Background: an optimization exercise with open tools, aiming at small area. Do not read the settings as production practice. Function was checked by simulation only, so behaviour that the tests miss may differ from the original. The clock cells of run 7 come from the design's own scripts or RTL, not from TritonCTS. No driver is modelled on the clock port, so clock power and skew are understated where the tree is cut down; a real chip needs a root buffer or a tree. Power and IR drop assume default switching activity.

==> flow/design.v <==
module Barrel_Shift_Gen#(
    parameter ADDRESS_BITS = 3,
              LEFT         = 0,
              RIGHT        = 0
    )(
    input  wire[ADDRESS_BITS-1:0] amt,
    input  wire[2**ADDRESS_BITS-1:0] num,
    output wire[2**ADDRESS_BITS-1:0] shifted
    );
    parameter WIDTH = 2**ADDRESS_BITS;
    wire[WIDTH-1:0] intermediate[ADDRESS_BITS:0];
    assign intermediate[0] = num;
    assign shifted         = intermediate[ADDRESS_BITS];
    genvar i;
    generate
       if (LEFT == 1)
         for(i=0;i<ADDRESS_BITS;i=i+1) begin: barrel_l_gen
            assign intermediate[i+1] = amt[i] ? {intermediate[i][WIDTH-2**i-1:0],intermediate[i][WIDTH-1:WIDTH-2**i]} : intermediate[i];
         end
       else if (RIGHT == 1)
         for(i=0;i<ADDRESS_BITS;i=i+1) begin: barrel_r_gen
            assign intermediate[i+1] = amt[i] ? {intermediate[i][2**i-1:0],intermediate[i][WIDTH-1:2**i]} : intermediate[i];
         end
    endgenerate
endmodule
`timescale 1ns / 1ps
module counter #(parameter BITS=20)
   (input                 clk,
    input                 reset,
    output reg [BITS-1:0] count
    );
   always @(posedge(clk), posedge(reset))
     if(reset)
       count <= 0;
     else
       count <= count+1;
endmodule
module debounce
   (
    input wire clk, reset,
    input wire sw,
    output reg db_level, db_tick
   );
   localparam  [1:0]
               zero  = 2'b00,
               wait0 = 2'b01,
               one   = 2'b10,
               wait1 = 2'b11;
   localparam N=14;
   reg [N-1:0] q_reg, q_next;
   reg [1:0] state_reg, state_next;
    always @(posedge clk, posedge reset)
       if (reset)
          begin
             state_reg <= zero;
             q_reg <= 0;
          end
       else
          begin
             state_reg <= state_next;
             q_reg <= q_next;
          end
   always @*
   begin
      state_next = state_reg;    
      q_next = q_reg;            
      db_tick = 1'b0;            
      db_level = 1'b0;           
      case (state_reg)
         zero:
            begin
               db_level = 1'b0;
               if (sw)
                  begin
                     state_next = wait1;
                     q_next = {N{1'b1}};  
                  end
            end
         wait1:
            begin
               db_level = 1'b0;
               if (sw)
                  begin
                     q_next = q_reg - 1;
                     if (q_next==0)
                        begin
                           state_next = one;
                           db_tick = 1'b1;
                        end
                  end
               else  
                  state_next = zero;
            end
         one:
            begin
               db_level = 1'b1;
               if (~sw)
                  begin
                     state_next = wait0;
                     q_next = {N{1'b1}};  
                  end
            end
         wait0:
            begin
               db_level = 1'b1;
               if (~sw)
                  begin
                     q_next = q_reg - 1;
                     if (q_next==0)
                        state_next = zero;
                  end
               else  
                  state_next = one;
            end
         default: state_next = zero;
      endcase
   end
endmodule
`timescale 1ns / 1ps
module sseg_driver(
    input [3:0] num,
    output reg [0:6] sseg,
    output dp
    );
    assign dp = 1;
    always@* begin
        case(num)
        0:       sseg <= 7'b0000001;
        1:       sseg <= 7'b1001111;
        2:       sseg <= 7'b0010010;
        3:       sseg <= 7'b0000110;
        4:       sseg <= 7'b1001100;
        5:       sseg <= 7'b0100100;
        6:       sseg <= 7'b0000010;
        7:       sseg <= 7'b0001111;
        8:       sseg <= 7'b0000000;
        9:       sseg <= 7'b0001100;
        10:      sseg <= 7'b0001000;
        11:      sseg <= 7'b1100000;
        12:      sseg <= 7'b0110001;
        13:      sseg <= 7'b1000010;
        14:      sseg <= 7'b0110000;
        default: sseg <= 7'b0111000;
        endcase
    end
endmodule
`timescale 1ns / 1ps
module pass_through
  (input [7:0]      sw,
   input            mclk,
   input            reset,
   input [2:0]      btn,
   output [7:0]     led,
   output [0:6]     seg,
   output           dp,
   output reg [3:0] an
   );
   reg [3:0]        value;
   reg [7:0]        shift_reg, shift_next,
                    result_reg, result_next;
   reg              start, start_next;
   wire [7:0]       right_shifted, left_shifted;
   wire [25:0]      count;
   wire             btn_0,
                    btn_1,
                    btn_2;
   assign led = shift_reg;
   debounce btn_0_db (.clk(mclk), .reset(reset), .sw(btn[0]), .db_level(), .db_tick(btn_0));
   debounce btn_1_db (.clk(mclk), .reset(reset), .sw(btn[1]), .db_level(), .db_tick(btn_1));
   debounce btn_2_db (.clk(mclk), .reset(reset), .sw(btn[2]), .db_level(), .db_tick(btn_2));
   sseg_driver my_sseg_conv(.num(value),
                            .sseg(seg),
                            .dp(dp)
                            );
   counter #(26) my_timer(.clk(mclk),
                          .reset(reset),
                          .count(count)
                          );
   Barrel_Shift_Gen #(.ADDRESS_BITS(3), .RIGHT(1))
   right_shifter (.num(result_reg),
                  .amt(sw[2:0]),
                  .shifted(right_shifted)
                  );
   Barrel_Shift_Gen #(.ADDRESS_BITS(3), .LEFT(1))
   left_shifter (.num(result_reg),
                 .amt(sw[2:0]),
                 .shifted(left_shifted)
                 );
   always @(posedge mclk, posedge reset)
     begin
        if (reset)
          begin
             start      <= 1'b0;
             result_reg <= 8'h00;
             shift_reg  <= 8'h00;
          end
        else
          begin
             start      <= start_next;
             result_reg <= result_next;
             shift_reg  <= shift_next;
          end
     end
   always @*
     begin
        value       <= 4'h0;
        an          <= 4'b1111;
        start_next  <= start;
        result_next <= result_reg;
        shift_next  <= shift_reg;
        case(count[19:18])
          2'b00: begin
             value <= sw[3:0];
             an    <= 4'b1110;
          end
          2'b01: begin
             value <= sw[7:4];
             an    <= 4'b1101;
          end
          2'b10: begin
             value <= result_reg[3:0];
             an    <= 4'b1011;
          end
          2'b11: begin
             value <= result_reg[7:4];
             an    <= 4'b0111;
          end
        endcase  
        case({btn_2, btn_1, btn_0})
          3'b000: begin
             if (start)
               result_next <= shift_reg;
          end
          3'b100: begin
             result_next <= sw;
             start_next  <= 1'b0;
          end
          3'b010: begin
             shift_next <= left_shifted;
             start_next <= 1'b1;
          end
          3'b001: begin
             shift_next <= right_shifted;
             start_next <= 1'b1;
          end
        endcase  
     end
endmodule
==> flow/run.sh <==
#!/bin/bash
# synth_recipe.tcl (not shown) runs the flow's synth.tcl, then flattens the netlist and writes it again
# the make line also repeats each setting of config.mk as NAME=value (left out here)
make -C /OpenROAD-flow-scripts/flow DESIGN_CONFIG=/design/flow/config.mk WORK_HOME=/design/flow/orfs CLKGATE_MAP_FILE= SYNTH_SCRIPT=/design/flow/synth_recipe.tcl finish
==> flow/config.mk <==
export PLATFORM = sky130hd
export DESIGN_NAME = pass_through
export DESIGN_NICKNAME = pass_through
export VERILOG_FILES = /design/flow/design.v
export SDC_FILE = /design/flow/constraint.sdc
export NUM_CORES = 4
export LEC_CHECK = 0
export CAP_MARGIN = 20
export CORE_MARGIN = 2
export CORE_UTILIZATION = 40
export SLEW_MARGIN = 20
==> flow/constraint.sdc <==
create_clock -name core_clock -period 10.0 [get_ports {mclk}]
set_input_delay 2.0000 -clock core_clock [delete_from_list [all_inputs] [get_ports {mclk}]]
set_output_delay 2.0000 -clock core_clock [all_outputs]
set_load 0.01 [all_outputs]
==> metrics.yaml, run 1 <==
synthesis:
  yosys.area_share.simple_pct: 20.5
  synth_top_area_share_pct: 37.5
  yosysSeqAreaShare_pct: 37.5
  ys.flop_type: "dfrtp_1"
  postSynthAreaPerCell_um2: 8.81
  synthArstFlopShare_pct: 100
  synth_top_family_by_area: "simple AND/OR/NAND/NOR gates"
  ys_top_cells_by_area: "dfrtp_1 (38%), a21oi_1 (4.9%), o21ai_0 (4.5%)"
  synth_edf_count: 0
  yosys.area_share.xor_xnor_pct: 4.94
  yosys_warnings: 6
  synth-compound-area-share_pct: 20.2
  ys_ff_latch: 85
  synthesis.area_mm2: 0.00567
  synthCells: 644
  muxShareOfSynthArea_pct: 9.58
  yosys.area.top_type: "dfrtp_1"
  synth-adder-area-share_pct: 2.65
  synth_nets: 669
  netlist-cell-type-count: 64
detailed_routing:
  drt_iter0_drc: 298
  drt-total-wl_um: 13200
  viasPerCell: 5.83
  drtAntennaViolNets: 0
  drc: 0
  vias: 4841
  wl_per_cell_um: 15.9
  firstDrtPassIters: 5
outcome:
  status: "no timing/DRC/antenna violations"
global_routing:
  grt_pass1_wl_um: 21800
  grt.overflow.total: 0
  grt_max_degree: 86
  grt.total_usage_pct: 17.9
  antenna_found_initial: 0
  grt_pass1_vias: 4435
clock_tree:
  clock_path_buffers: 2
  root_buffer: "clkbuf_16"
  htree_levels: 3
  cts_resized: 0
  cts_tree: "built"
  cts.sinks: 85
  hold_buffers: 0
  path_clk_slew_ns: 0.07
  insertion_delay_ns: 0.35
  numCtsBuffers: 9
  postCtsSetupRepairBufs: 0
floorplanning:
  coreArea_mm2: 0.0139
  dieArea_mm2: 0.0151
  pin_count: 33
  rows: 43
  die_x_um: 123
  start_util_pct: 40.9
  chipHeight_um: 123
layout:
  largest_reg_flops: 20
  antennaDiodeCount: 0
  finalNonFillerCells: 831
  finalNetCount: 671
  drive_gt1_share_pct: 8.91
  top_register: "my_timer.count"
  fillerInstances: 1325
  synthToLayoutAreaGrowth_pct: 11.8
critical_path:
  required_ns: 8.00
  reg2reg_from: "btn_2_db.q_reg[3]"
  end_kind: "output port"
  cp-start-kind: "input port"
  r2r-end: "result_reg[7]"
  critPathMaxFanout: 18
  timing.critical_path.to: "seg[3]"
  worst_ep_arrival_time_ns: 4.91
  rr_worst_depth: 7
  r2r_slack_ns: 6.22
  worstSetupPathType: "in2out"
  critPathLaunch: "sw[0]"
worst_hold_path:
  hp-class: "reg2reg"
placement:
  dp_hpwl_um: 9440
  port_buffers: 31
  gp_congestion: 0.827
  dp.cells: 815
  pre_cts_slack_ns: 3.09
power:
  powerDensity_mw_per_mm2: 150
  p_leak_nw: 2.44
  peakVddDrop_mv: 0.0868
sta:
  rsz0062_at_grt: "no"
  slew_headroom_pct: 35.4
  layout_setup_ws_ns: 3.09
  drv_slew: 0
  fmax_mhz: 145
  setup_viol: 0
  hold_viol_final: 0
  finClkSkew_ns: 0.00662
  layout_min_cycle_time_ns: 6.91
  worst_slew_pin_slew_ns: 0.966
  period_share_pct: 69.1
  setup_tns_ns: 0
job:
  drv_cap: 0
[cells in the final DEF (no fill, tap or decap), types with 7 or more instances in the layout]
master and instances:
dfrtp_1 85, a21oi_1 56, o21ai_0 51, nand2_1 49
nor2_1 46, clkdlybuf4s50_1 31, nor3_1 27, mux2i_1 25
xnor2_1 24, nand2b_1 19, nand3_1 19, mux2_2 18
a31oi_1 18, inv_1 16, ha_1 12, o22ai_1 10
clkbuf_16 9, a2bb2oi_1 8, nor4_1 8, and3_1 8
xor2_1 7
[per-stage QoR]
stage | cell area (um2) | hold WS, ns | power [mW] | util [%]
2_1_floorplan | 5670 | 0.438 | 0.573 | -
3_3_place_gp | 6040 | 0.451 | 0.618 | 43.5
3_5_place_dp | 6040 | 0.461 | 0.629 | 43.5
4_1_cts | 6340 | 0.475 | 0.961 | 45.7
5_1_grt | 6340 | 0.489 | 1.01 | 45.7
6_report | 6340 | 0.474 | 0.952 | 45.7
[worst max-delay path, cell delays in order]
cell             delay (ns)
clkdlybuf4s50_1        1.09
mux4_2                 0.45
inv_1                  0.10
ha_1                   0.31
a21oi_1                0.07
a21oi_1                0.12
a21oi_1                0.05
a31oi_1                0.14
clkdlybuf4s50_1        0.55
[cell type report]
type	count	area (um2)	share of cell area, %
well taps	180	225	3.55
clock inverters	6	53.8	0.848
multi-input cells	499	3290	52.0
flip-flops and latches	85	2130	33.5
inverters	17	65.1	1.03
repair buffers	34	337	5.31
clock buffers	10	239	3.77
[cells in the mapped netlist, drive strengths merged (7+ instances only)]
master	n
inv	17
a21oi	57
xor2	7
a2bb2oi	8
nand3	19
nor3	27
and3	8
a31oi	18
o22ai	10
buf	7
ha	12
nor4	8
nand2b	19
o21ai	51
mux2i	25
xnor2	25
nor2	46
nand2	49
mux2	18
dfrtp	85
clkbuf	36
[report_power, final]
group / switching (mW) / internal [mW] / leakage, nW / total, mW
combinational: 0.125 / 0.0770 / 1.34 / 0.202
clock: 0.149 / 0.179 / 0.142 / 0.329
sequential: 0.0493 / 0.372 / 0.958 / 0.422
[worst min-delay path by stage]
stage / start / to / slack, ns / depth (start not counted)
2_1_floorplan: my_timer.count[13] / my_timer.count[13] / 0.44 / 1
3_3_place_gp: my_timer.count[13] / my_timer.count[13] / 0.45 / 1
3_5_place_dp: my_timer.count[13] / my_timer.count[13] / 0.46 / 1
4_1_cts: my_timer.count[13] / my_timer.count[13] / 0.47 / 1
5_1_grt: my_timer.count[13] / my_timer.count[13] / 0.49 / 1
6_report: my_timer.count[17] / my_timer.count[17] / 0.47 / 1
[logic make-up (layout without fill, tap and decap cells)]
kind of cell	count (synthesis)	in the layout
simple gates	221	221
compound gates	186	186
flops	85	85
buf+inv	60	67
mux	47	47
xor+xnor	32	32
fa+ha+maj	12	12
other cells	1	1
[layer usage]
layer	GRT usage [%]	up-vias	wire length, um	part of all wire [%]
met5	0	-	0	0
met4	5.04	0	147	1.1
met3	3.18	13	521	3.9
met2	28.0	91	6090	46
met1	25.6	2371	6440	49
li1	-	2366	-	-
==> run 2, diff against run 1 <==
==> flow/design.v (replaced) <==
module Barrel_Shift_Gen
   (input  wire [2:0] amt,
    input  wire [7:0] num,
    output wire [7:0] shifted
    );
   wire [7:0] s1 = amt[0] ? {num[0],   num[7:1]} : num;
   wire [7:0] s2 = amt[1] ? {s1[1:0],  s1[7:2]}  : s1;
   assign shifted = amt[2] ? {s2[3:0], s2[7:4]}  : s2;
endmodule
module counter
   (input            clk,
    input            reset,
    output reg [1:0] sel
    );
   reg [17:0] lo;
   wire       z  = ~|lo[16:0];
   wire       fb = lo[17] ^ lo[10] ^ z;
   wire       wrap = lo[17] & z;    
   always @(posedge clk, posedge reset)
     if (reset) begin
        lo  <= 18'b0;
        sel <= 2'b0;
     end else begin
        lo     <= {lo[16:0], fb};
        sel[0] <= sel[0] ^ wrap;
        sel[1] <= sel[1] ^ (sel[0] & wrap);
     end
endmodule
module debounce
   (
    input  wire clk, reset,
    input  wire sw,
    output wire db_tick
   );
   reg        L, W;
   reg [13:0] p;
   wire d    = sw ^ L;           
   wire term = &p;
   wire fire = W & d & term;
   always @(posedge clk, posedge reset)
     if (reset) begin
        L <= 1'b0;
        W <= 1'b0;
     end else begin
        L <= L ^ fire;
        W <= d & ~(W & term);
     end
   wire fb = p[0] ^ p[1] ^ p[11] ^ p[13];
   always @(posedge clk)
     p <= W ? {~p[12:0], fb} : 14'b0;
   assign db_tick = fire & ~L;
endmodule
module sseg_driver(
    input [3:0] num,
    output reg [0:6] sseg,
    output dp
    );
    assign dp = 1;
    always@* begin
        case(num)
        0:       sseg = 7'b0000001;
        1:       sseg = 7'b1001111;
        2:       sseg = 7'b0010010;
        3:       sseg = 7'b0000110;
        4:       sseg = 7'b1001100;
        5:       sseg = 7'b0100100;
        6:       sseg = 7'b0000010;
        7:       sseg = 7'b0001111;
        8:       sseg = 7'b0000000;
        9:       sseg = 7'b0001100;
        10:      sseg = 7'b0001000;
        11:      sseg = 7'b1100000;
        12:      sseg = 7'b0110001;
        13:      sseg = 7'b1000010;
        14:      sseg = 7'b0110000;
        default: sseg = 7'b0111000;
        endcase
    end
endmodule
module pass_through
  (input [7:0]      sw,
   input            mclk,
   input            reset,
   input [2:0]      btn,
   output [7:0]     led,
   output [0:6]     seg,
   output           dp,
   output [3:0]     an
   );
   reg  [7:0] shift_reg, result_reg;
   reg        start;
   wire       t0, t1, t2;
   wire [1:0] sel;
   wire [7:0] rotated;
   assign led = shift_reg;
   debounce btn_0_db (.clk(mclk), .reset(reset), .sw(btn[0]), .db_tick(t0));
   debounce btn_1_db (.clk(mclk), .reset(reset), .sw(btn[1]), .db_tick(t1));
   debounce btn_2_db (.clk(mclk), .reset(reset), .sw(btn[2]), .db_tick(t2));
   counter my_timer (.clk(mclk), .reset(reset), .sel(sel));
   wire [2:0] amt = t1 ? (3'd0 - sw[2:0]) : sw[2:0];
   Barrel_Shift_Gen rotator (.amt(amt), .num(result_reg), .shifted(rotated));
   wire none  = ~(t0 | t1 | t2);
   wire load  = t2 & ~t1 & ~t0;
   wire rot   = (t1 ^ t0) & ~t2;
   always @(posedge mclk, posedge reset)
     if (reset) begin
        start      <= 1'b0;
        result_reg <= 8'h00;
        shift_reg  <= 8'h00;
     end else begin
        if (load)
          result_reg <= sw;
        else if (none & start)
          result_reg <= shift_reg;
        if (rot)
          shift_reg <= rotated;
        if (load | rot)
          start <= rot;
     end
   wire [7:0] digits = sel[1] ? result_reg : sw;
   wire [3:0] value  = sel[0] ? digits[7:4] : digits[3:0];
   assign an = ~(4'b0001 << sel);
   sseg_driver my_sseg_conv (.num(value), .sseg(seg), .dp(dp));
endmodule
--- a/flow/config.mk
+++ b/flow/config.mk
@@ -7,2 +7,3 @@
 export LEC_CHECK = 0
+export ABC_AREA = 1
 export CAP_MARGIN = 20
==> metrics.yaml, run 2 <==
floorplanning:
  coreArea_mm2: 0.00915  # -34%
  die_x_um: 101  # -18%
  chipHeight_um: 101  # -18%
  pin_count: 33  # unchanged
  dieArea_mm2: 0.0102  # -33%
  rows: 35  # -19%
  start_util_pct: 41.0  # +0.11 points
critical_path:
  critPathLaunch: "sw[0]"
  required_ns: 8.00  # about the same
  reg2reg_from: "btn_1_db.p[5]"
  critPathMostFrequentCell: "nand2_1"
  slowest_delay_ns: 0.59  # -0.50 ns
  crit_family: "buffers and inverters"
  worst-path-buf-inv: 3  # unchanged
  worst_ep_arrival_time_ns: 4.10  # -0.81 ns
  crit_chain: "clkdlybuf4s50_1 > nand2_1 > nand2_1 > nor2_1 > ha_1 > inv_1 > nand2_1 > nand2_1 > nand2_1 > nand2_1 > clkdlybuf4s50_1"
  cp-start-kind: "input port"
  critPathMaxFanout: 11  # -7
  worstSetupPathType: "in2out"
  slowest_stage: "clkdlybuf4s50_1"
  end_kind: "output port"
layout:
  final_core_util_pct: 47.1  # +1.4 points
  synthToLayoutAreaGrowth_pct: 15.0
  largest_reg_flops: 18  # -10%
  final_cell_mix: "nand2_1 (170), nor2_1 (66), dfrtp_1 (43), dfxtp_1 (42), inv_1 (35)"
  final_common_cell: "nand2_1"
  drive_gt1_share_pct: 6.26  # -2.6 points
  finalNetCount: 533  # -21%
  fillerInstances: 900  # -32%
  antennaDiodeCount: 0  # unchanged
  design_area_mm2: 0.00431  # -32%
  finalNonFillerCells: 622  # -25%
  top_register: "my_timer.lo"
placement:
  dp_hpwl_um: 5160  # -45%
  placed_area_mm2: 0.00414  # -32%
  dp.cells: 606  # -26%
  pre_cts_slack_ns: 3.90  # +0.806 ns
  port_buffers: 31  # unchanged
  gp_congestion: 0.884  # +6.9%
global_routing:
  grt_pass1_vias: 2712  # -39%
  grt_max_degree: 44  # -49%
  grt.total_usage_pct: 15.5  # -2.5 points
  antenna_found_initial: 0  # unchanged
  grt_pass1_wl_um: 12500  # -42%
  grt.overflow.total: 0  # unchanged
sta:
  drv_slew: 0  # unchanged
  setup_tns_ns: 0  # unchanged
  layout_min_cycle_time_ns: 6.10  # -0.803 ns
  rsz0062_at_grt: "no"
  fin_hold_ws_ns: 0.382  # -0.0921 ns
  finClkSkew_ns: 0.00864  # +0.00202 ns
  hold_viol_final: 0  # unchanged
  fmax_mhz: 164  # +13%
  worst_slew_pin_slew_ns: 0.647  # -0.319 ns
  period_share_pct: 61.0  # -8.0 points
  layout_setup_ws_ns: 3.90  # +0.803 ns
  setup_viol: 0  # unchanged
  slew_headroom_pct: 56.9  # +21 points
synthesis:
  yosys.area.top_type: "dfrtp_1"
  ys.flop_type: "dfrtp_1"
  postSynthAreaPerCell_um2: 7.94  # -9.8%
  synth_edf_count: 0  # unchanged
  yosys_warnings: 4  # -2
  yosysMostFrequentCell: "nand2_1"
  synthArstFlopShare_pct: 50.6  # -49 points
  ys_ff_latch: 85  # unchanged
  netlist-cell-type-count: 34  # -47%
  synthesis.area_mm2: 0.00375  # -34%
  synth_nets: 499  # -25%
  yosysSeqAreaShare_pct: 51.1  # +14 points
  synthTopCellsByCount: "nand2_1 (170), nor2_1 (66), dfrtp_1 (43)"
  synth_top_area_share_pct: 28.7  # -8.8 points
  ys_top_cells_by_area: "dfrtp_1 (29%), dfxtp_1 (22%), nand2_1 (17%)"
  synthCells: 472  # -27%
detailed_routing:
  drc: 0  # unchanged
  viasPerCell: 4.63  # -20%
  drt_iter0_drc: 146  # -51%
  vias: 2881  # -40%
  drtAntennaViolNets: 0  # unchanged
  drt-total-wl_um: 6980  # -47%
  wl_per_cell_um: 11.2  # -29%
  firstDrtPassIters: 4  # -1
worst_hold_path:
  hp-class: "reg2reg"
  holdCritStartpoint: "my_timer.lo[6]"
power:
  powerDensity_mw_per_mm2: 158  # +5.4%
  peakVddDrop_mv: 0.0995  # +15%
  p_leak_nw: 2.15  # -12%
  p_total_mw: 0.682  # -28%
clock_tree:
  cts.sinks: 85  # unchanged
  numCtsBuffers: 9  # unchanged
  clock_path_buffers: 2  # unchanged
  cts_resized: 0  # unchanged
  postCtsSetupRepairBufs: 0  # unchanged
  insertion_delay_ns: 0.35  # about the same
  path_clk_slew_ns: 0.09  # +0.02 ns
  htree_levels: 3  # unchanged
  hold_buffers: 0  # unchanged
  root_buffer: "clkbuf_8"
  cts_tree: "built"
job:
  drv_cap: 0  # unchanged
outcome:
  status: "no timing/DRC/antenna violations"
==> run 2: cell count changes in the layout (fill, tap and decap cells not counted), sizes merged, moves of 25 or more <==
cell   delta
a21oi    -53
dfrtp    -42
dfxtp    +42
mux2i    -25
nand2   +127
o21ai    -40
==> run 2: cell type report <==
cell class / instances / area (um2) / area share, %
clock buffer: 9 / 124 / 2.87
multi-input combinational: 337 / 1610 / 37.3
tap: 111 / 139 / 3.22
clock inverter: 7 / 47.5 / 1.10
inverter: 41 / 159 / 3.69
sequential: 85 / 1920 / 44.5
timing repair buffer: 32 / 318 / 7.37
==> run 2: cell families after synthesis <==
family / synth area share [%]
adder cells (fa/ha/maj): 4.67
other: 0.100
buffers and inverters: 5.97
AND/OR/NAND/NOR: 32.5
XOR/XNOR: 1.87
flip-flops: 51.1
AO/OA/AOI/OAI: 3.77
==> run 2: worst register-to-register path: stages, from the launching register on <==
cell and delay [ns]:
dfxtp_1 0.34, nand2_1 0.06, nor2_1 0.11, nand4_1 0.13, nor3_1 0.25, ha_1 0.26
inv_2 0.10, ha_1 0.29, nand2_1 0.27, inv_1 0.21, nand3_1 0.14, nand2_1 0.05
==> run 2: path summary, 6_finish.rpt <==
path	end	depth (start not counted)	slack (ns)
min in group asynchronous	my_timer.lo[7]	3	2.08
max reg2reg	shift_reg[5]	11	7.68
max in group asynchronous	result_reg[0]	3	7.55
max	seg[3]	11	3.90
min reg2reg	my_timer.lo[7]	0	0.38
min	my_timer.lo[7]	0	0.38
==> run 2: metal layers <==
metal,vias up,global-route usage [%],part of all wire (%)
met4,0,4.85,1.2
met1,1291,21.1,50
li1,1544,-,-
met2,38,23.7,45
met3,8,4.65,3.7
met5,-,0,0
==> run 2: power breakdown <==
part	switching [mW]	total [mW]	internal, mW
Clock	0.124	0.216	0.0916
Combinational	0.0410	0.0733	0.0322
Sequential	0.0186	0.393	0.375
Total	0.184	0.682	0.498
==> run 3, diff against run 2 <==
--- a/flow/config.mk
+++ b/flow/config.mk
@@ -7,3 +7,2 @@
 export LEC_CHECK = 0
-export ABC_AREA = 1
 export CAP_MARGIN = 20
==> metrics.yaml, run 3 <==
detailed_routing:
  viasPerCell: 5.04  # +8.9%
  drtAntennaViolNets: 0  # unchanged
  drt-total-wl_um: 6410  # -8.2%
  wl_met2_um: 2940  # -6.1%
  drt-met1-wl_um: 3110  # -12%
  drc: 0  # unchanged
  route.met3.wl_um: 286  # +10%
  vias: 2315  # -20%
  wl_per_cell_um: 14.0  # +24%
  top_layer: "met4"
  firstDrtPassIters: 4  # unchanged
  drt_iter0_drc: 98  # -33%
sta:
  setup_tns_ns: 0  # unchanged
  period_share_pct: 65.7  # +4.6 points
  rsz0062_at_grt: "no"
  setup_viol: 0  # unchanged
  worst_slew_pin_slew_ns: 0.959  # +0.312 ns
  slew_headroom_pct: 35.9  # -21 points
  fmax_mhz: 152  # -7.0%
  hold_viol_final: 0  # unchanged
  finClkSkew_ns: 0.00831  # -0.000325 ns
  drv_slew: 0  # unchanged
  layout_min_cycle_time_ns: 6.57  # +0.461 ns
floorplanning:
  pin_count: 33  # unchanged
  dieArea_mm2: 0.00977  # -3.9%
  die_x_um: 98.8  # -2.0%
  coreArea_mm2: 0.00872  # -4.7%
  rows: 34  # -2.9%
  chipHeight_um: 98.8  # -2.0%
  start_util_pct: 41.2  # +0.29 points
synthesis:
  postSynthAreaPerCell_um2: 11.3  # +42%
  yosys.area.top_type: "dfrtp_1"
  ys.flop_type: "dfrtp_1"
  synthCells: 318  # -33%
  ys_ff_latch: 85  # unchanged
  synthesis.area_mm2: 0.00360  # -4.0%
  netlist-cell-type-count: 35  # +2.9%
  yosysSeqAreaShare_pct: 53.3  # +2.2 points
  ys_top_cells_by_area: "dfrtp_1 (30%), dfxtp_1 (23%), nor2b_1 (8.0%)"
  synthTopCellsByCount: "nor2b_1 (46), dfrtp_1 (43), dfxtp_1 (42)"
  synth_edf_count: 0  # unchanged
  yosys_warnings: 4  # unchanged
  synthArstFlopShare_pct: 50.6  # unchanged
  synth_top_area_share_pct: 29.9  # +1.2 points
  synth_nets: 345  # -31%
  yosysMostFrequentCell: "nor2b_1"
clock_tree:
  clock_path_buffers: 2  # unchanged
  postCtsSetupRepairBufs: 0  # unchanged
  htree_levels: 3  # unchanged
  cts_tree: "built"
  cts_resized: 0  # unchanged
  root_buffer: "clkbuf_8"
  hold_buffers: 0  # unchanged
  numCtsBuffers: 9  # unchanged
  path_clk_slew_ns: 0.09  # about the same
  cts.sinks: 85  # unchanged
  insertion_delay_ns: 0.35  # about the same
global_routing:
  grt.total_usage_pct: 14.3  # -1.2 points
  grt_pass1_vias: 2320  # -14%
  grt_pass1_wl_um: 11100  # -11%
  grt_max_degree: 44  # unchanged
  grt.overflow.total: 0  # unchanged
  antenna_found_initial: 0  # unchanged
power:
  internal_power_mw: 0.502  # +0.80%
  powerDensity_mw_per_mm2: 162  # +2.6%
  switching_share_pct: 25.7  # -1.3 points
  peakVddDrop_mv: 0.0971  # -2.4%
  p_leak_nw: 1.76  # -18%
  comb_power_share_pct: 9.8  # -0.9 points
  p_clk_share_pct: 34.6  # +3.0 points
  pwr-share-seq_pct: 55.7  # -1.9 points
  power.switching_mw: 0.173  # -5.7%
layout:
  final_core_util_pct: 47.7  # +0.61 points
  synthToLayoutAreaGrowth_pct: 15.7
  top_register: "my_timer.lo"
  fillerInstances: 816  # -9.3%
  final_common_cell: "nor2b_1"
  finalNetCount: 373  # -30%
  final_cell_mix: "nor2b_1 (46), dfrtp_1 (43), dfxtp_1 (42), clkdlybuf4s50_1 (31)"
  drive_gt1_share_pct: 7.41  # +1.1 points
  antennaDiodeCount: 0  # unchanged
  largest_reg_flops: 18  # unchanged
critical_path:
  cp-start-kind: "input port"
  required_ns: 8.00  # about the same
  critPathMostFrequentCell: "clkdlybuf4s50_1"
  crit_chain: "clkdlybuf4s50_1 > mux4_2 > inv_1 > ha_1 > a32o_1 > a21oi_1 > clkdlybuf4s50_1"
  critPathMaxFanout: 10  # -1
  worst_ep_arrival_time_ns: 4.57  # +0.47 ns
  slowest_stage: "clkdlybuf4s50_1"
  end_kind: "output port"
  worstSetupPathType: "in2out"
  slowest_delay_ns: 0.65  # +0.06 ns
placement:
  port_buffers: 31  # unchanged
  gp_congestion: 0.773  # -13%
  dp_hpwl_um: 4450  # -14%
job:
  drv_cap: 0  # unchanged
worst_hold_path:
  hp-class: "reg2reg"
outcome:
  status: "no timing/DRC/antenna violations"
run 3: worst paths after layout:
path	startpoint	to	slack [ns]	cells after the start
min reg2reg	my_timer.lo[5]	my_timer.lo[6]	0.38	0
max reg2reg	btn_1_db.W	shift_reg[1]	6.89	8
min in group asynchronous	reset	my_timer.lo[5]	2.07	3
min	my_timer.lo[5]	my_timer.lo[6]	0.38	0
max in group asynchronous	reset	btn_2_db.L	7.55	3
max	sw[0]	seg[3]	3.43	7
run 3: layout make-up:
cell class | instances | area, um2 | area share, %
clock buffer | 10 | 138 | 3.31
clock inverter | 6 | 52.6 | 1.26
inverter | 15 | 56.3 | 1.35
multi-input combinational | 203 | 1550 | 37.1
sequential | 85 | 1920 | 46.1
tap | 108 | 135 | 3.25
timing repair buffer | 32 | 318 | 7.64
run 3: metrics by stage:
| stage | power, mW | std cells | hold WS (ns) | area, um2 | setup WS [ns] |
|---|---|---|---|---|---|
| 3_5_place_dp | 0.450 | 443 | 0.361 | 3970 | 3.43 |
| 2_1_floorplan | 0.430 | 318 | 0.354 | 3600 | 4.50 |
| 4_1_cts | 0.688 | 459 | 0.382 | 4160 | 3.43 |
| 6_report | 0.676 | 459 | 0.384 | 4160 | 3.43 |
| 3_3_place_gp | 0.449 | 443 | 0.359 | 3970 | 3.46 |
| 5_1_grt | 0.712 | 459 | 0.399 | 4160 | 3.27 |
run 3: kinds of logic after synthesis:
logic type / after synthesis / share of synthesized area [%]
AND/OR/NAND/NOR: 130 / 19.8
multiplexers: 24 / 11.5
buffers and inverters: 30 / 3.76
adder cells (fa/ha/maj): 14 / 4.87
XOR/XNOR: 14 / 3.41
flip-flops: 85 / 53.3
AO/OA/AOI/OAI: 20 / 3.27
other: 1 / 0.104
run 3: routing by layer:
metal | track usage, % | vias to the layer above
met4 | 4.95 | 0
met5 | 0 | -
met3 | 4.18 | 11
met2 | 22.2 | 48
met1 | 19.2 | 1110
li1 | - | 1146
run 3: power groups by stage:
stage | Sequential (mW) | Combinational [mW] | Clock [mW]
after global placement | 0.383 | 0.0658 | 0
after CTS | 0.377 | 0.0675 | 0.244
after global routing | 0.380 | 0.0754 | 0.257
final | 0.376 | 0.0660 | 0.234
after floorplan | 0.379 | 0.0512 | 0
after detailed placement | 0.383 | 0.0670 | 0
run 3: worst max-delay path: cells and delay by family:
| kind | cells | cell delay, ns |
|---|---|---|
| buffers and inverters | 3 | 1.33 |
| adder cells (fa/ha/maj) | 1 | 0.28 |
| AO/OA/AOI/OAI | 2 | 0.34 |
| multiplexers | 1 | 0.61 |
==> run 4, diff against run 3 <==
==> flow/flow/run.sh (new file) <==
#!/bin/bash
# Standard layout, with two changes: synthesis maps with an area-oriented
# ABC script, and the port buffers are the smallest buffer (buf_1).
set -euo pipefail
W=$(pwd)
export FLOW_ABC_SCRIPT=$W/flow/area.abc
bash standard.sh \
  SYNTH_SCRIPT=$W/flow/synth_area.tcl \
  "BUFFER_PORTS_ARGS=-buffer_cell sky130_fd_sc_hd__buf_1" \
  finish > $W/flow.log 2>&1
==> flow/flow/area.abc (new file) <==
strash
balance
rewrite
refactor
balance
rewrite
rewrite -z
balance
refactor -z
rewrite -z
balance
dch -f
amap -m
topo
==> flow/flow/synth_area.tcl (new file) <==
# synth_recipe.tcl with one change: ABC maps for area with flow/area.abc.
proc synth {args} { yosys synth -nofsm -noshare {*}$args }
proc abc {args} {
  set i [lsearch -exact $args -script]
  if { $i >= 0 } { lset args [expr {$i + 1}] $::env(FLOW_ABC_SCRIPT) }
  yosys abc {*}$args
}
source $::env(SCRIPTS_DIR)/synth.tcl
# left out here: clear keep_hierarchy, flatten, clean up, hide names made inside functions, write 1_2_yosys.v
==> flow/standard.sh (new file) <==
#!/bin/bash
# synth_recipe.tcl (not shown) runs the flow's synth.tcl, then flattens the netlist and writes it again
# the make line also repeats each setting of config.mk as NAME=value (left out here)
make -C /OpenROAD-flow-scripts/flow DESIGN_CONFIG=/design/flow/config.mk WORK_HOME=/design/flow/orfs CLKGATE_MAP_FILE= SYNTH_SCRIPT=/design/flow/synth_recipe.tcl "${@:-finish}"
removed: flow/run.sh
==> metrics.yaml, run 4 <==
clock_tree:
  postCtsSetupRepairBufs: 0  # unchanged
  cts_tree: "built"
  cts_resized: 0  # unchanged
  root_buffer: "clkbuf_8"
  cts.sinks: 85  # unchanged
  path_clk_slew_ns: 0.09  # about the same
  hold_buffers: 0  # unchanged
  clock_path_buffers: 2  # unchanged
  insertion_delay_ns: 0.34  # about the same
  numCtsBuffers: 9  # unchanged
  htree_levels: 3  # unchanged
detailed_routing:
  viasPerCell: 5.15  # +2.0%
  wl_per_cell_um: 12.9  # -7.8%
  firstDrtPassIters: 4  # unchanged
  vias: 2475  # +6.9%
  drtAntennaViolNets: 0  # unchanged
  drt-total-wl_um: 6190  # -3.4%
  drc: 0  # unchanged
  drt_iter0_drc: 111  # +13%
placement:
  port_buffers: 31  # unchanged
  pre_cts_slack_ns: 4.29  # +0.857 ns
  dp_hpwl_um: 4480  # +0.59%
  gp_congestion: 0.908  # +17%
sta:
  fmax_mhz: 175  # +15%
  worst_slew_pin_slew_ns: 0.981  # +0.0223 ns
  layout_setup_ws_ns: 4.27  # +0.839 ns
  finClkSkew_ns: 0.00956  # +0.00125 ns
  period_share_pct: 57.3  # -8.4 points
  setup_viol: 0  # unchanged
  hold_viol_final: 0  # unchanged
  drv_slew: 0  # unchanged
  setup_tns_ns: 0  # unchanged
  rsz0062_at_grt: "no"
  slew_headroom_pct: 34.1  # -1.9 points
  layout_min_cycle_time_ns: 5.73  # -0.839 ns
synthesis:
  yosysMostFrequentCell: "nor2_1"
  synth_top_area_share_pct: 33.0  # +3.1 points
  synthTopCellsByCount: "nor2_1 (69), dfrtp_1 (43), dfxtp_1 (42)"
  netlist-cell-type-count: 30  # -14%
  synth_edf_count: 0  # unchanged
  yosys_warnings: 4  # unchanged
  synth_nets: 359  # +4.1%
  synthArstFlopShare_pct: 50.6  # unchanged
  ys.flop_type: "dfrtp_1"
  ys_ff_latch: 85  # unchanged
  postSynthAreaPerCell_um2: 9.81  # -13%
  synthCells: 332  # +4.4%
  synthesis.area_mm2: 0.00326  # -9.5%
  yosys.area.top_type: "dfrtp_1"
  ys_top_cells_by_area: "dfrtp_1 (33%), dfxtp_1 (26%), nor2_1 (8.0%)"
  yosysSeqAreaShare_pct: 58.9  # +5.6 points
global_routing:
  busiest_layer: "met2"
  grt.total_usage_pct: 15.1  # +0.79 points
  grt_pass1_wl_um: 10400  # -6.9%
  grt_max_degree: 44  # unchanged
  met2_usage_pct: 23.7  # +1.5 points
  grt_pass1_vias: 2314  # -0.26%
  grt.overflow.total: 0  # unchanged
  use_met1_pct: 19.2  # -0.024 points
  antenna_found_initial: 0  # unchanged
  grt.met3_usage_pct: 4.98  # +0.79 points
critical_path:
  required_ns: 8.00  # about the same
  worst_ep_arrival_time_ns: 3.73  # -0.84 ns
  cp-start-kind: "input port"
  worstSetupPathType: "in2out"
  crit_chain: "buf_1 > o22a_1 > o221ai_1 > clkinv_1 > ha_1 > or2_0 > a32o_1 > buf_1"
  slowest_delay_ns: 0.27  # -0.38 ns
  critPathMostFrequentCell: "buf_1"
  slowest_stage: "ha_1"
  end_kind: "output port"
  critPathMaxFanout: 10  # unchanged
floorplanning:
  dieArea_mm2: 0.00888  # -9.1%
  start_util_pct: 41.7  # +0.47 points
  pin_count: 33  # unchanged
  chipHeight_um: 94.2  # -4.6%
  die_x_um: 94.2  # -4.6%
  coreArea_mm2: 0.00781  # -10%
  rows: 32  # -5.9%
power:
  p_leak_nw: 1.53  # -13%
  peakVddDrop_mv: 0.100  # +3.5%
  powerDensity_mw_per_mm2: 180  # +11%
layout:
  final_common_cell: "nor2_1"
  synthToLayoutAreaGrowth_pct: 13.8
  finalNetCount: 401  # +7.5%
  largest_reg_flops: 18  # unchanged
  antennaDiodeCount: 0  # unchanged
  top_register: "my_timer.lo"
  drive_gt1_share_pct: 4.75  # -2.7 points
  final_cell_mix: "nor2_1 (69), dfrtp_1 (43), dfxtp_1 (42), clkinv_1 (32), buf_1 (31)"
  final_core_util_pct: 47.5  # -0.23 points
job:
  drv_cap: 0  # unchanged
outcome:
  status: "no timing/DRC/antenna violations"
worst_hold_path:
  hp-class: "reg2reg"
## run 4: path summary, 6_finish.rpt
path	startpoint	end	slack [ns]	cells after the start
worst max-delay path	sw[0]	seg[0]	4.27	8
worst min-delay path	my_timer.lo[14]	my_timer.lo[15]	0.38	0
worst max register to register	btn_1_db.p[0]	shift_reg[6]	6.66	10
worst min register to register	my_timer.lo[14]	my_timer.lo[15]	0.38	0
max in group asynchronous	reset	my_timer.lo[0]	7.89	3
min in group asynchronous	reset	btn_1_db.W	1.74	3
## run 4: worst max-delay path: cells and delay by family
family          cells  cell delay, ns
fa+ha+maj           1            0.27
simple gates        1            0.25
buf+inv             3            0.53
compound gates      3            0.67
## run 4: logic make-up (layout without fill, tap and decap cells)
logic type | count (synthesis) | count (layout) | share of synthesized area, %
other cells | 1 | 1 | 0.115
flops | 85 | 85 | 58.9
simple gates | 120 | 120 | 15.9
buf+inv | 33 | 80 | 3.92
fa+ha+maj | 14 | 14 | 5.38
compound gates | 79 | 79 | 15.8
## run 4: routing by layer
metal	wire length, um	vias up
met3	333	10
met4	121	0
met1	2940	1149
met2	2800	62
met5	0	-
li1	-	1254
## run 4: per-stage QoR
step           power [mW]  instance area [um2]  hold WS [ns]  std cells
2_1_floorplan       0.414                 3260         0.346        332
3_3_place_gp        0.427                 3500         0.355        465
3_5_place_dp        0.429                 3500         0.358        465
4_1_cts             0.678                 3700         0.386        481
5_1_grt             0.702                 3710         0.385        481
6_report            0.668                 3710         0.380        481
## run 4: power breakdown
part / switching, mW / total (mW) / internal (mW)
logic: 0.0322 / 0.0519 / 0.0197
registers: 0.0108 / 0.371 / 0.360
clock network: 0.126 / 0.246 / 0.119
## run 4: final cells by class
| cell class | instances | area, um2 |
|---|---|---|
| fillers | 750 | 4100 |
| flip-flops and latches | 85 | 1920 |
| multi-input cells | 214 | 1210 |
| well taps | 102 | 128 |
| clock buffers | 9 | 124 |
| repair buffers | 32 | 124 |
| inverters | 32 | 120 |
| clock inverters | 7 | 80.1 |
==> run 5, diff against run 4 <==
==> flow/flow/run.sh (replaced) <==
#!/bin/bash
set -euo pipefail
W=$(pwd)
export FLOW_ABC_SCRIPT=$W/flow/area.abc
bash standard.sh \
  SYNTH_SCRIPT=$W/flow/synth_area.tcl ADDER_MAP_FILE= \
  "BUFFER_PORTS_ARGS=-buffer_cell sky130_fd_sc_hd__buf_1" \
  "CTS_ARGS=-sink_clustering_enable -repair_clock_nets -dont_use_dummy_load -sink_clustering_size 90 -sink_clustering_max_diameter 200 -buf_list sky130_fd_sc_hd__clkbuf_16" \
  finish > $W/flow.log 2>&1
--- a/flow/flow/area.abc
+++ b/flow/flow/area.abc
@@ -11,4 +11,4 @@
 balance
-dch -f
-amap -m
+dch
+amap
 topo
==> metrics.yaml, run 5 <==
sta:
  layout_min_cycle_time_ns: 5.68  # -0.0422 ns
  finClkSkew_ns: 0.0171  # +0.00758 ns
  layout_setup_ws_ns: 4.32  # +0.0422 ns
  rsz0062_at_grt: "no"
  hold_viol_final: 0  # unchanged
  setup_tns_ns: 0  # unchanged
  drv_slew: 0  # unchanged
  setup_viol: 0  # unchanged
  slew_headroom_pct: 26.6  # -7.5 points
  fmax_mhz: 176  # +0.74%
  period_share_pct: 56.8  # -0.42 points
  worst_slew_pin_slew_ns: 1.09  # +0.112 ns
layout:
  final_cell_mix: "nor2_1 (87), dfrtp_1 (43), dfxtp_1 (42), buf_1 (31), nand2_1 (26)"
  drive_gt1_share_pct: 2.73  # -2.0 points
  antennaDiodeCount: 0  # unchanged
  final_common_cell: "nor2_1"
  finalNetCount: 381  # -5.0%
  synthToLayoutAreaGrowth_pct: 15.0
  top_register: "my_timer.lo"
  largest_reg_flops: 18  # unchanged
clock_tree:
  clock_path_buffers: 2  # unchanged
  insertion_delay_ns: 0.32  # -0.02 ns
  cts_tree: "built"
  hold_buffers: 0  # unchanged
  cts.sinks: 85  # unchanged
  numCtsBuffers: 9  # unchanged
  cts_resized: 0  # unchanged
  root_buffer: "clkbuf_16"
  postCtsSetupRepairBufs: 0  # unchanged
  htree_levels: 3  # unchanged
  path_clk_slew_ns: 0.05  # -0.04 ns
critical_path:
  worst_ep_arrival_time_ns: 3.68  # -0.05 ns
  required_ns: 8.00  # about the same
  end_kind: "output port"
  cp-start-kind: "input port"
  worstSetupPathType: "in2out"
  rr_worst_depth: 9  # -1
  critPathMaxFanout: 13  # +3
synthesis:
  synth_nets: 339  # -5.6%
  ys_top_cells_by_area: "dfrtp_1 (34%), dfxtp_1 (27%), nor2_1 (10%)"
  netlist-cell-type-count: 28  # -6.7%
  yosysSeqAreaShare_pct: 61.4  # +2.5 points
  synthesis.area_mm2: 0.00312  # -4.1%
  synthArstFlopShare_pct: 50.6  # unchanged
  ys_ff_latch: 85  # unchanged
  yosys.area.top_type: "dfrtp_1"
  postSynthAreaPerCell_um2: 9.58  # -2.4%
  synth_top_area_share_pct: 34.5  # +1.4 points
  yosys_warnings: 4  # unchanged
  ys.flop_type: "dfrtp_1"
  synthCells: 326  # -1.8%
  yosysMostFrequentCell: "nor2_1"
  synth_edf_count: 0  # unchanged
  synthTopCellsByCount: "nor2_1 (87), dfrtp_1 (43), dfxtp_1 (42)"
placement:
  dp_hpwl_um: 4370  # -2.6%
  pre_cts_slack_ns: 4.36  # +0.0707 ns
  gp_congestion: 0.924  # +1.7%
  port_buffers: 31  # unchanged
detailed_routing:
  vias: 2443  # -1.3%
  wl_met2_um: 2680  # -4.3%
  drc: 0  # unchanged
  wl_per_cell_um: 13.2  # +2.1%
  viasPerCell: 5.22  # +1.4%
  drt-total-wl_um: 6160  # -0.61%
  drt_iter0_drc: 108  # -2.7%
  drtAntennaViolNets: 0  # unchanged
  route.met3.wl_um: 279  # -16%
  firstDrtPassIters: 4  # unchanged
  drt-met1-wl_um: 3120  # +6.3%
  top_layer: "met4"
global_routing:
  grt_pass1_vias: 2201  # -4.9%
  grt_pass1_wl_um: 10400  # -0.13%
  grt.total_usage_pct: 15.4  # +0.37 points
  antenna_found_initial: 0  # unchanged
  grt_max_degree: 44  # unchanged
  grt.overflow.total: 0  # unchanged
floorplanning:
  dieArea_mm2: 0.00853  # -4.0%
  start_util_pct: 40.8  # -0.89 points
  pin_count: 33  # unchanged
  die_x_um: 92.3  # -2.0%
  coreArea_mm2: 0.00765  # -2.1%
  chipHeight_um: 92.3  # -2.0%
  rows: 32  # unchanged
power:
  p_total_mw: 0.716  # +7.2%
  peakVddDrop_mv: 0.116  # +15%
  powerDensity_mw_per_mm2: 199  # +11%
  p_leak_nw: 1.45  # -5.3%
worst_hold_path:
  hold_depth: 0  # unchanged
  hp-class: "reg2reg"
job:
  drv_cap: 0  # unchanged
outcome:
  status: "no timing/DRC/antenna violations"
==> run 5: changes by cell type after synthesis, sizes merged, moves of 3 or more <==
cell,delta
a222oi,-3
or2,-4
o32a,+8
nand2,+3
nor2,+18
nor2b,-4
a32oi,+5
o22ai,-6
o21ai,-4
clkinv,-7
ha,-14
==> run 5: cell type report <==
class,count,area (um2)
Tap cell,102,128
Clock buffer,9,225
Timing Repair Buffer,32,124
Inverter,25,93.8
Multi-Input combinational cell,215,1100
Fill cell,746,4060
Sequential cell,85,1920
==> run 5: logic make-up after synthesis <==
logic type | count (synthesis) | share of synthesized area [%]
AOI/OAI and AO/OA | 77 | 17.0
buffers and inverters | 26 | 3.25
DFF | 85 | 61.4
other | 1 | 0.120
and+or+nand+nor | 137 | 18.2
==> run 5: power breakdown <==
group	internal, mW	switching, mW	total (mW)
registers	0.368	0.0186	0.386
logic	0.0238	0.0383	0.0621
clock network	0.158	0.110	0.268
==> run 5: worst paths after layout <==
kind | start | to | slack [ns]
min in group asynchronous | reset | my_timer.lo[13] | 1.77
max | sw[0] | seg[3] | 4.32
max in group asynchronous | reset | shift_reg[3] | 7.85
max reg2reg | btn_0_db.p[11] | result_reg[0] | 6.37
min | my_timer.lo[15] | my_timer.lo[16] | 0.37
min reg2reg | my_timer.lo[15] | my_timer.lo[16] | 0.37
==> run 5: metal layers <==
| metal | vias up | GRT usage [%] |
|---|---|---|
| met1 | 1145 | 22.1 |
| li1 | 1234 | - |
| met5 | - | 0 |
| met3 | 6 | 3.99 |
| met4 | 0 | 5.97 |
| met2 | 58 | 22.6 |
==> run 5: per-stage QoR <==
stage | area [um2] | hold slack [ns] | cells | util [%]
after floorplan | 3120 | 0.346 | 326 | -
after global placement | 3370 | 0.356 | 459 | 44.0
after detailed placement | 3370 | 0.358 | 459 | 44.0
after CTS | 3590 | 0.372 | 468 | 47.0
after global routing | 3590 | 0.380 | 468 | 47.0
final | 3590 | 0.370 | 468 | 47.0
==> run 5: worst max-delay path, stage by stage <==
cell	delay, ns
buf_1	0.39
o22ai_1	0.16
nor2_1	0.36
clkinv_1	0.19
nor2_1	0.17
a21oi_1	0.05
o21ai_0	0.19
buf_1	0.17
==> run 6, diff against run 5 <==
==> flow/flow/run.sh (replaced) <==
#!/bin/bash
set -euo pipefail
W=$(pwd)
export FLOW_ABC_SCRIPT=$W/flow/area.abc
bash standard.sh \
  SYNTH_SCRIPT=$W/flow/synth_area.tcl ADDER_MAP_FILE= \
  "BUFFER_PORTS_ARGS=-buffer_cell sky130_fd_sc_hd__buf_1" \
  "CTS_ARGS=-sink_clustering_enable -repair_clock_nets -dont_use_dummy_load -sink_clustering_size 50 -sink_clustering_max_diameter 200 -buf_list sky130_fd_sc_hd__clkbuf_8" \
  finish > $W/flow.log 2>&1
==> metrics.yaml, run 6 <==
synthesis:
  ys_top_cells_by_area: "dfrtp_1 (34%), dfxtp_1 (27%), nor2_1 (10%)"
  synth_edf_count: 0  # unchanged
  yosysMostFrequentCell: "nor2_1"
  postSynthAreaPerCell_um2: 9.58  # unchanged
  synthArstFlopShare_pct: 50.6  # unchanged
  yosys_warnings: 4  # unchanged
  synthesis.area_mm2: 0.00312  # unchanged
  synth_nets: 339  # unchanged
  yosysSeqAreaShare_pct: 61.4  # unchanged
  synthTopCellsByCount: "nor2_1 (87), dfrtp_1 (43), dfxtp_1 (42)"
  yosys.area.top_type: "dfrtp_1"
  ys.flop_type: "dfrtp_1"
  synth_top_area_share_pct: 34.5  # unchanged
  netlist-cell-type-count: 28  # unchanged
  ys_ff_latch: 85  # unchanged
  synthCells: 326  # unchanged
clock_tree:
  root_buffer: "clkbuf_8"
  cts_resized: 0  # unchanged
  insertion_delay_ns: 0.34  # +0.02 ns
  numCtsBuffers: 9  # unchanged
  hold_buffers: 0  # unchanged
  clock_path_buffers: 2  # unchanged
  postCtsSetupRepairBufs: 0  # unchanged
  path_clk_slew_ns: 0.07  # +0.02 ns
  cts_tree: "built"
  cts.sinks: 85  # unchanged
  htree_levels: 3  # unchanged
outcome:
  status: "no timing/DRC/antenna violations"
floorplanning:
  start_util_pct: 40.8  # unchanged
  die_x_um: 92.3  # unchanged
  rows: 32  # unchanged
  coreArea_mm2: 0.00765  # unchanged
  pin_count: 33  # unchanged
  chipHeight_um: 92.3  # unchanged
  dieArea_mm2: 0.00853  # unchanged
sta:
  rsz0062_at_grt: "no"
  slew_headroom_pct: 27.7  # +1.1 points
  setup_viol: 0  # unchanged
  finClkSkew_ns: 0.0246  # +0.00745 ns
  fmax_mhz: 176  # -0.15%
  layout_min_cycle_time_ns: 5.69  # +0.00851 ns
  period_share_pct: 56.9  # +0.085 points
  hold_viol_final: 0  # unchanged
  fin_hold_ws_ns: 0.368  # -0.00145 ns
  drv_slew: 0  # unchanged
  worst_slew_pin_slew_ns: 1.08  # -0.0168 ns
  setup_tns_ns: 0  # unchanged
detailed_routing:
  drt-total-wl_um: 6130  # -0.41%
  drc: 0  # unchanged
  viasPerCell: 5.19  # -0.57%
  firstDrtPassIters: 4  # unchanged
  wl_per_cell_um: 13.1  # -0.41%
  drtAntennaViolNets: 0  # unchanged
  vias: 2429  # -0.57%
  drt_iter0_drc: 86  # -20%
power:
  powerDensity_mw_per_mm2: 180  # -9.7%
  p_total_mw: 0.629  # -12%
  peakVddDrop_mv: 0.0931  # -20%
  p_leak_nw: 1.40  # -3.2%
layout:
  top_register: "my_timer.lo"
  final_common_cell: "nor2_1"
  fillerInstances: 755  # +1.2%
  synthToLayoutAreaGrowth_pct: 11.8
  finalNetCount: 381  # unchanged
  largest_reg_flops: 18  # unchanged
  regArea_mm2: 0.00192  # unchanged
  drive_gt1_share_pct: 2.73  # unchanged
  final_cell_mix: "nor2_1 (87), dfrtp_1 (43), dfxtp_1 (42), buf_1 (31), nand2_1 (26)"
  final_core_util_pct: 45.6  # -1.3 points
  antennaDiodeCount: 0  # unchanged
  multiInputGateArea_mm2: 0.00110  # unchanged
critical_path:
  worst-path-buf-inv: 3  # unchanged
  end_kind: "output port"
  crit_chain: "buf_1 > o22ai_1 > nor2_1 > clkinv_1 > nor2_1 > a21oi_1 > o21ai_0 > buf_1"
  slowest_delay_ns: 0.40  # about the same
  r2r_slack_ns: 6.42  # +0.05 ns
  cp-start-kind: "input port"
  critPathMaxFanout: 13  # unchanged
  slowest_stage: "buf_1"
  crit_family: "buffers and inverters"
  worst_ep_arrival_time_ns: 3.69  # about the same
  required_ns: 8.00  # about the same
  worstSetupPathType: "in2out"
worst_hold_path:
  hp-class: "reg2reg"
global_routing:
  grt_pass1_wl_um: 10200  # -1.3%
  grt.overflow.total: 0  # unchanged
  antenna_found_initial: 0  # unchanged
  grt_max_degree: 44  # unchanged
  grt_pass1_vias: 2200  # -0.045%
  grt.total_usage_pct: 15.3  # -0.17 points
placement:
  gp_congestion: 0.924  # unchanged
  port_buffers: 31  # unchanged
  dp_hpwl_um: 4370  # unchanged
job:
  drv_cap: 0  # unchanged
[run 6: final cells by class]
type	count	area share, %
timing repair buffer	32	3.55
tap	102	3.66
clock buffer	9	3.55
multi-input combinational	215	31.6
sequential	85	54.9
inverter	25	2.69
[run 6: power by group]
part           switching [mW]  leakage [nW]  internal (mW)  total (mW)
clock                   0.101        0.0647         0.0806       0.181
combinational          0.0382         0.450         0.0238      0.0621
sequential             0.0185         0.890          0.367       0.386
[run 6: final timing paths]
path | start | to | cells after the start
worst max-delay path | sw[0] | seg[3] | 8
worst min-delay path | my_timer.lo[7] | my_timer.lo[8] | 0
worst max register to register | btn_0_db.p[11] | result_reg[0] | 9
worst min register to register | my_timer.lo[7] | my_timer.lo[8] | 0
max in group asynchronous | reset | shift_reg[3] | 3
min in group asynchronous | reset | my_timer.lo[13] | 3
[run 6: cells by family after synthesis]
kind of cell,share of synthesized area (%)
AOI/OAI and AO/OA,17.0
buffers and inverters,3.25
DFF,61.4
other,0.120
and+or+nand+nor,18.2
[run 6: per-stage QoR]
stage | area (um2) | worst slack, ns | std cells
6_report | 3490 | 4.31 | 468
5_1_grt | 3490 | 4.08 | 468
4_1_cts | 3490 | 4.35 | 468
3_5_place_dp | 3370 | 4.36 | 459
3_3_place_gp | 3370 | 4.49 | 459
2_1_floorplan | 3120 | 4.99 | 326
[run 6: routing by layer]
metal	global-route usage, %	vias to the layer above	wire length (um)
li1	-	1232	-
met1	21.5	1131	3120
met2	22.6	58	2660
met3	3.99	8	263
met4	5.97	0	80
met5	0	-	0
==> run 7, diff against run 6 <==
==> flow/flow/run.sh (replaced) <==
#!/bin/bash
# Standard layout with three changes: synthesis maps with an area-oriented
# ABC script (without the half-adder extraction), the port buffers are
# buf_1, and the clock tree is one buffer driving all registers.
set -euo pipefail
W=$(pwd)
export FLOW_ABC_SCRIPT=$W/flow/area.abc
export FLOW_CLKBUF=${FLOW_CLKBUF:-sky130_fd_sc_hd__clkbuf_16}
export FLOW_CLK_K=${FLOW_CLK_K:-4}
bash standard.sh \
  SYNTH_SCRIPT=$W/flow/synth_area.tcl ADDER_MAP_FILE= \
  "BUFFER_PORTS_ARGS=-buffer_cell sky130_fd_sc_hd__buf_1" \
  PRE_CTS_TCL=$W/flow/cts_single.tcl \
  finish > $W/flow.log 2>&1
==> flow/flow/cts_single.tcl (new file) <==
rename clock_tree_synthesis orig_clock_tree_synthesis
proc clock_tree_synthesis {args} {
  set db [ord::get_db]
  set block [ord::get_db_block]
  set clk_net [$block findNet mclk]
  set master [$db findMaster $::env(FLOW_CLKBUF)]
  set k $::env(FLOW_CLK_K)
  set sinks {}
  foreach it [$clk_net getITerms] {
    set bb [[$it getInst] getBBox]
    lappend sinks [list $it [expr {([$bb xMin] + [$bb xMax]) / 2.0}] \
                       [expr {([$bb yMin] + [$bb yMax]) / 2.0}]]
  }
  set n [llength $sinks]
  # initial centres: sinks spread along x
  set sorted [lsort -real -index 1 $sinks]
  set cx {}; set cy {}
  for {set j 0} {$j < $k} {incr j} {
    set s [lindex $sorted [expr {int(($j + 0.5) * $n / $k)}]]
    lappend cx [lindex $s 1]; lappend cy [lindex $s 2]
  }
  for {set iter 0} {$iter < 50} {incr iter} {
    set assign {}
    foreach s $sinks {
      set best 0; set bd 1e30
      for {set j 0} {$j < $k} {incr j} {
        set d [expr {abs([lindex $s 1] - [lindex $cx $j]) + abs([lindex $s 2] - [lindex $cy $j])}]
        if {$d < $bd} { set bd $d; set best $j }
      }
      lappend assign $best
    }
    set nx {}; set ny {}
    for {set j 0} {$j < $k} {incr j} {
      set sx 0; set sy 0; set c 0
      foreach s $sinks a $assign {
        if {$a == $j} { set sx [expr {$sx + [lindex $s 1]}]; set sy [expr {$sy + [lindex $s 2]}]; incr c }
      }
      if {$c > 0} { lappend nx [expr {$sx / $c}]; lappend ny [expr {$sy / $c}] } else { lappend nx [lindex $cx $j]; lappend ny [lindex $cy $j] }
    }
    set cx $nx; set cy $ny
  }
  for {set j 0} {$j < $k} {incr j} {
    set inst [odb::dbInst_create $block $master clkbuf_leaf_$j]
    set leaf [odb::dbNet_create $block clknet_leaf_$j]
    $leaf setSigType CLOCK
    set c 0
    foreach s $sinks a $assign {
      if {$a == $j} {
        set it [lindex $s 0]
        $it disconnect
        $it connect $leaf
        incr c
      }
    }
    [$inst findITerm A] connect $clk_net
    [$inst findITerm X] connect $leaf
    $inst setLocation [expr {int([lindex $cx $j])}] [expr {int([lindex $cy $j])}]
    $inst setPlacementStatus PLACED
    puts "cts: clkbuf_leaf_$j ($::env(FLOW_CLKBUF)) drives $c registers"
  }
}
==> metrics.yaml, run 7 <==
outcome:
  status: "no timing/DRC/antenna violations"
detailed_routing:
  drc: 0  # unchanged
  wl_per_cell_um: 13.0  # -0.73%
  drt_iter0_drc: 73  # -15%
  drtAntennaViolNets: 0  # unchanged
  drt-total-wl_um: 6020  # -1.8%
  vias: 2435  # +0.25%
  viasPerCell: 5.26  # +1.3%
  firstDrtPassIters: 4  # unchanged
sta:
  slew_headroom_pct: 28.1  # +0.44 points
  layout_min_cycle_time_ns: 5.69  # -0.00658 ns
  worst_slew_pin_slew_ns: 1.07  # -0.00649 ns
  finClkSkew_ns: 0.0243  # -0.000258 ns
  setup_tns_ns: 0  # unchanged
  hold_viol_final: 0  # unchanged
  drv_slew: 0  # unchanged
  period_share_pct: 56.9  # -0.066 points
  fmax_mhz: 176  # +0.12%
  fin_hold_ws_ns: 0.380  # +0.0117 ns
  layout_setup_ws_ns: 4.31  # +0.00658 ns
  rsz0062_at_grt: "no"
  setup_viol: 0  # unchanged
power:
  comb_power_share_pct: 10.3  # +0.4 points
  internal_power_mw: 0.463  # -1.7%
  peakVddDrop_mv: 0.119  # +28%
  p_clk_share_pct: 25.7  # -3.1 points
  p_total_mw: 0.602  # -4.3%
  pwr-share-seq_pct: 64.0  # +2.7 points
  switching_share_pct: 23.0  # -2.0 points
  power.switching_mw: 0.138  # -12%
  p_leak_nw: 1.39  # -1.1%
  powerDensity_mw_per_mm2: 174  # -3.6%
critical_path:
  r2r-end: "result_reg[0]"
  reg2reg_from: "btn_0_db.p[11]"
  slowest_stage: "buf_1"
  cp-start-kind: "input port"
  worstSetupPathType: "in2out"
  required_ns: 8.00  # about the same
  crit_chain: "buf_1 > o22ai_1 > nor2_1 > clkinv_1 > nor2_1 > a21oi_1 > o21ai_0 > buf_1"
  rr_worst_depth: 9  # unchanged
  r2r_slack_ns: 6.36  # -0.06 ns
  worst_ep_arrival_time_ns: 3.69  # about the same
  end_kind: "output port"
  critPathMaxFanout: 13  # unchanged
  slowest_delay_ns: 0.38  # -0.02 ns
synthesis:
  yosys.area.top_type: "dfrtp_1"
  yosysSeqAreaShare_pct: 61.4  # unchanged
  synthTopCellsByCount: "nor2_1 (87), dfrtp_1 (43), dfxtp_1 (42)"
  ys.flop_type: "dfrtp_1"
  ys_ff_latch: 85  # unchanged
  synthesis.area_mm2: 0.00312  # unchanged
  synth_nets: 339  # unchanged
  netlist-cell-type-count: 28  # unchanged
  yosys_warnings: 4  # unchanged
  synth_top_area_share_pct: 34.5  # unchanged
  ys_top_cells_by_area: "dfrtp_1 (34%), dfxtp_1 (27%), nor2_1 (10%)"
  synthArstFlopShare_pct: 50.6  # unchanged
  synth_edf_count: 0  # unchanged
  yosysMostFrequentCell: "nor2_1"
  synthCells: 326  # unchanged
  postSynthAreaPerCell_um2: 9.58  # unchanged
floorplanning:
  chipHeight_um: 92.3  # unchanged
  start_util_pct: 40.8  # unchanged
  pin_count: 33  # unchanged
  coreArea_mm2: 0.00765  # unchanged
  rows: 32  # unchanged
  dieArea_mm2: 0.00853  # unchanged
  die_x_um: 92.3  # unchanged
clock_tree:
  cts_resized: 0  # unchanged
  path_clk_slew_ns: 0.09  # +0.02 ns
  hold_buffers: 0  # unchanged
  postCtsSetupRepairBufs: 0  # unchanged
  insertion_delay_ns: 0.15  # -0.19 ns
worst_hold_path:
  min_to: "my_timer.lo[15]"
  hold_depth: 0  # unchanged
  hp-class: "reg2reg"
  holdCritStartpoint: "my_timer.lo[14]"
job:
  drv_cap: 0  # unchanged
layout:
  finalNonFillerCells: 463  # -1.1%
  largest_reg_flops: 18  # unchanged
  final_common_cell: "nor2_1"
  synthToLayoutAreaGrowth_pct: 11.0
  antennaDiodeCount: 0  # unchanged
  finalNetCount: 376  # -1.3%
  final_cell_mix: "nor2_1 (87), dfrtp_1 (43), dfxtp_1 (42), buf_1 (31), nand2_1 (26)"
  drive_gt1_share_pct: 1.39  # -1.3 points
  top_register: "my_timer.lo"
placement:
  pre_cts_slack_ns: 4.36  # unchanged
  dp.cells: 459  # unchanged
  gp_congestion: 0.924  # unchanged
  dp_hpwl_um: 4370  # unchanged
  port_buffers: 31  # unchanged
global_routing:
  grt_max_degree: 44  # unchanged
  grt.total_usage_pct: 13.9  # -1.4 points
  grt_pass1_vias: 2165  # -1.6%
  grt_pass1_wl_um: 10100  # -1.6%
  antenna_found_initial: 0  # unchanged
  grt.overflow.total: 0  # unchanged
## run 7: cell counts after synthesis
No cell type changed its count.
## run 7: layer usage
layer  global-route usage [%]  share of wire [%]  up-vias  wire length [um]
met1                     20.7                 50     1141              3030
met4                     2.36                1.6        0                99
met5                        0                  0        -                 0
met2                     22.7                 43       57              2610
li1                         -                  -     1227                 -
met3                     1.14                4.6       10               277
## run 7: through the flow
step	util [%]	cell area, um2
3_3_place_gp	44.0	3370
2_1_floorplan	-	3120
5_1_grt	45.3	3470
6_report	45.3	3470
4_1_cts	45.3	3470
3_5_place_dp	44.0	3370
## run 7: worst max-delay path, delay by kind of cell
kind / cells / cell delay [ns]
AO/OA/AOI/OAI: 3 / 0.40
buffers and inverters: 3 / 0.74
AND/OR/NAND/NOR: 2 / 0.54
## run 7: cell type report
type                            count  area (um2)
Sequential cell                    85        1920
Fill cell                         751        4180
Timing Repair Buffer               32         124
Buffer                              4         100
Inverter                           25        93.8
Tap cell                          102         128
Multi-Input combinational cell    215        1100
## run 7: cell families after synthesis
kind of cell	after synthesis	share of synthesized area [%]
AO/OA/AOI/OAI	77	17.0
buffers and inverters	26	3.25
AND/OR/NAND/NOR	137	18.2
other	1	0.120
flip-flops	85	61.4
## run 7: how the worst max path moves through the flow
stage                     startpoint     end  slack, ns  cells past startpoint
after detailed placement       sw[0]  seg[3]       4.36                      8
after global placement         sw[0]  seg[3]       4.49                      8
after floorplan                sw[6]  seg[6]       4.99                      6
after global routing           sw[0]  seg[3]       4.08                      8
after CTS                      sw[0]  seg[3]       4.35                      8
final                          sw[0]  seg[3]       4.31                      8
## run 7: power groups by stage
| stage | Combinational, mW | Sequential, mW | Clock, mW |
|---|---|---|---|
| final | 0.0619 | 0.385 | 0.155 |
| after global routing | 0.0711 | 0.389 | 0.172 |
| after CTS | 0.0622 | 0.393 | 0.123 |
| after detailed placement | 0.0620 | 0.393 | 0 |
| after global placement | 0.0604 | 0.392 | 0 |
| after floorplan | 0.0452 | 0.389 | 0 |

port drivers added, routing unchanged:
In the flow no input, the clock included, has a driving cell. The finished layouts below were timed again as built, in two steps.
Step 1, drivers: a clkbuf_16 drives mclk and a buf_2 each remaining input, both assumed.
Step 2 adds t to the input delays and takes it off the output delays; t is the mean of the earliest and latest rising clock arrival at the registers after step 1. Input paths then give back, and output paths get back, about the clock's delay inside the block.
a / b / c = ideal / step 1 / step 2; a / b = the first two.
run	t, ns	setup slack, ns	slew at the worst register clock pin (ns)	worst data-port slew with drivers (ns)	pins driven straight from the clock port
run 1	0.383	3.093 / 3.059 / 3.059	0.07 / 0.07	0.04	1
run 2	0.377	3.896 / 3.869 / 3.869	0.09 / 0.09	0.04	1
run 3	0.377	3.435 / 3.402 / 3.402	0.09 / 0.09	0.04	1
run 4	0.369	4.273 / 4.244 / 4.244	0.09 / 0.09	0.04	1
run 5	0.352	4.316 / 4.293 / 4.293	0.06 / 0.06	0.04	1
run 6	0.361	4.307 / 4.284 / 4.284	0.09 / 0.09	0.04	1
run 7	0.215	4.314 / 4.291 / 4.291	0.09 / 0.09	0.04	4
After both steps every run listed still meets setup and hold. The setup slack of run 1, which loses most, moves by -0.034 ns with the drivers and by -0.034 ns with both steps.
